Context: an optimization exercise on an open-source flow, tuned for small area. The choices shown serve that exercise and are no tape-out recipe.
Where RTL was checked, it was by simulation tests only, not by an equivalence proof against the original.
No activity file was given, so power comes from the tool's default toggle rates.

// mastermind_top
module mastermind_top (
    input        clk,
    input        rst,         
    input        enterA,      
    input        enterB,      
    input  [2:0] letterIn,
    output [7:0] led,
    output [7:0] disp3,
    output [7:0] disp2,
    output [7:0] disp1,
    output [7:0] disp0
);
For scale: about 47 I/O pins, ~0.0036 mm^2 of cells after synthesis.
export LEC_CHECK = 0
export ABC_AREA = 1
export CAP_MARGIN = 20
export CORE_MARGIN = 2
export CORE_UTILIZATION = 65
export CTS_BUF_LIST = sky130_fd_sc_hd__clkbuf_8
export SLEW_MARGIN = 20
create_clock -name core_clock -period 10.0 [get_ports {clk}]
standard.sh (not shown) runs the stock make flow with config.mk's settings and CLKGATE_MAP_FILE= SYNTH_SCRIPT=/design/flow/synth_recipe.tcl, a recipe that flattens the netlist after the stock synthesis.
==> flow/flow/run.sh <==
#!/bin/bash
# Own layout flow: the standard flow (standard.sh) with two changes:
#  - synthesis maps logic with flow/abc.script (area-oriented ABC script),
#  - the port buffers are the smallest buffer, sky130_fd_sc_hd__buf_1.
# All output of the flow goes to flow.log in the work folder; ORFS keeps each
# step's log under orfs/logs.
set -euo pipefail
WORK=$(pwd)
export OWN_ABC_SCRIPT="$WORK/flow/abc.script"
export BUFFER_PORTS_ARGS="-buffer_cell sky130_fd_sc_hd__buf_1"
bash standard.sh SYNTH_SCRIPT="$WORK/flow/synth.tcl" \
  "BUFFER_PORTS_ARGS=$BUFFER_PORTS_ARGS" finish > "$WORK/flow.log" 2>&1
==> flow/flow/abc.script <==
&get -n
&st
&syn2
&dch
&nf
&st
&syn2
&dch
&nf
&st
&syn3
&dch
&nf
&st
&deepsyn -T 20
&dch -f
&nf -R 1000
&put
==> flow/flow/synth.tcl <==
# The standard synthesis (synth_recipe.tcl), with ABC's technology mapping
# run on an area-oriented script (abc.script beside this file) in place of
# ORFS's own abc script. Flip-flop mapping (dfflibmap) is untouched.
proc synth {args} { yosys synth -nofsm -noshare {*}$args }
proc abc {args} {
  set i [lsearch -exact $args -script]
  if { $i >= 0 } {
    set args [lreplace $args $i [expr {$i + 1}] -script $::env(OWN_ABC_SCRIPT)]
  }
  yosys abc {*}$args
}
source $::env(SCRIPTS_DIR)/synth.tcl
# left out here: clear keep_hierarchy, flatten, clean up, hide names made inside functions, write 1_2_yosys.v
Edit:
--- a/flow/design.v
+++ b/flow/design.v
@@ -10,23 +10,23 @@
     output [7:0] disp1,
     output [7:0] disp0
 );
   reg [4:0] shA, shB;    
   reg       pa, pb;      
   always @(posedge clk) begin
     if (!rst) begin
-      shA <= 5'd0;
-      shB <= 5'd0;
+      shA <= 5'b01010;
+      shB <= 5'b01010;
       pa  <= 1'b0;
       pb  <= 1'b0;
     end else begin
-      shA <= {shA[3:0], ~enterA};
-      shB <= {shB[3:0], ~enterB};
-      pa  <= shA[3] & ~shA[4];
-      pb  <= shB[3] & ~shB[4];
+      shA <= {~shA[3], ~shA[2], ~shA[1], ~shA[0], ~enterA};
+      shB <= {~shB[3], ~shB[2], ~shB[1], ~shB[0], ~enterB};
+      pa  <= ~shA[3] & ~shA[4];
+      pb  <= ~shB[3] & ~shB[4];
     end
   end
   reg [7:0] LEDX;
   assign led = LEDX;
   localparam [3:0] WAIT   = 4'd0,
                    SCORE  = 4'd1,
                    MAKER  = 4'd2,
What happened: Register-to-register slack gets worse by 1000 ps; utilization climbs by 0.26 points; sequential share of layout area went down by 0.34 points; sequential cell count stays the same; setup slack gets worse by 1500 ps; count of clock-buffer cells in the layout does not change; via count goes up by 1.7%; total power grows by 5.5%; worst hold slack gets worse by 28 ps; clock skew shrinks by 7.4 ps; cell count is higher by 1.9%; fmax went down by 22%.
Only the layout flow was run in the first run of this note; the RTL was not checked for function there.

---

== the previous run ==
mastermind_top with an RTL version that a note above also has.
For scale: roughly 620 cells after synthesis, ~47 I/O pins, ~4200 um^2 of cells after synthesis.
Settings: LEC_CHECK=0, ABC_AREA=1, CAP_MARGIN=20, CORE_MARGIN=2, CORE_UTILIZATION=65, CTS_BUF_LIST=sky130_fd_sc_hd__clkbuf_8, SLEW_MARGIN=20; clock period 10.0 ns.
run.sh (not shown) runs the stock make flow with config.mk's settings and CLKGATE_MAP_FILE= SYNTH_SCRIPT=/design/flow/synth_recipe.tcl, a recipe that flattens the netlist after the stock synthesis.
Stock flow here: none of the scripts above is used.
Input changes introduced in the current run (baseline for comparison: the previous run):
--- a/flow/design.v
+++ b/flow/design.v
@@ -8,27 +8,27 @@
     output [7:0] disp3,
     output [7:0] disp2,
     output [7:0] disp1,
     output [7:0] disp0
 );
   reg [4:0] shA, shB;    
   reg       pa, pb;      
   always @(posedge clk) begin
     if (!rst) begin
-      shA <= 5'b01010;
-      shB <= 5'b01010;
+      shA <= 5'd0;
+      shB <= 5'd0;
       pa  <= 1'b0;
       pb  <= 1'b0;
     end else begin
-      shA <= {~shA[3], ~shA[2], ~shA[1], ~shA[0], ~enterA};
-      shB <= {~shB[3], ~shB[2], ~shB[1], ~shB[0], ~enterB};
-      pa  <= ~shA[3] & ~shA[4];
-      pb  <= ~shB[3] & ~shB[4];
+      shA <= {shA[3:0], ~enterA};
+      shB <= {shB[3:0], ~enterB};
+      pa  <= shA[3] & ~shA[4];
+      pb  <= shB[3] & ~shB[4];
     end
   end
   reg [7:0] LEDX;
   assign led = LEDX;
   localparam [3:0] WAIT   = 4'd0,
                    SCORE  = 4'd1,
                    MAKER  = 4'd2,
                    CODE   = 4'd3,    
                    CODE4  = 4'd4,    
Notes after the runs:
- The current run: done, clean on timing, DRC and antenna
- Relative to the previous run, worst setup slack increased by 0.051 ns in the current run.
- met1 routing resource usage after global routing in the current run is 0.87 points higher than in the previous run
- Changes observed in the current run relative to the previous run: sequential share of layout area decreased by 0.51 points relative to the old numbers; post-route total power dropped about 7%; number of placed instances with taps included climbed 0.56%.
- Fmax (lower): the previous run
- Compared with the previous run, the current run instantiates a larger number of cells.
- Across both runs, logic gate share of total power was higher for the current run than for the previous run.
- Taking the previous run as the reference point, the transition time at the pin with the least slew margin of the current run falls by 0.17 ns.
Function not checked in the current run: the RTL went through the layout flow alone.

static timing again, ports no longer ideal:
No port has a modelled driver above. Below, the same layouts with a new extraction and two added sets of constraints. Step 1, drivers: a clkbuf_16 drives clk and a buf_2 each remaining input, both assumed. Step 2, shift: input delay + t, output delay - t, t = (earliest + latest rising clock arrival at the registers) / 2. This alone moves slack from input paths to output paths. Three values: ideal ports, drivers, drivers and shift; two values: the first two.
run	t (ns)	slack for setup (ns)	worst setup path after step 2
the first run of note 1	0.325	4.937 / 4.907 / 5.232	register to output
the second run of note 1	0.333	3.477 / 3.447 / 3.779	register to output
the previous run	0.344	4.912 / 4.881 / 5.225	register to output
the current run	0.335	4.963 / 4.932 / 5.266	register to output
After both steps setup and hold are still met in every run listed.
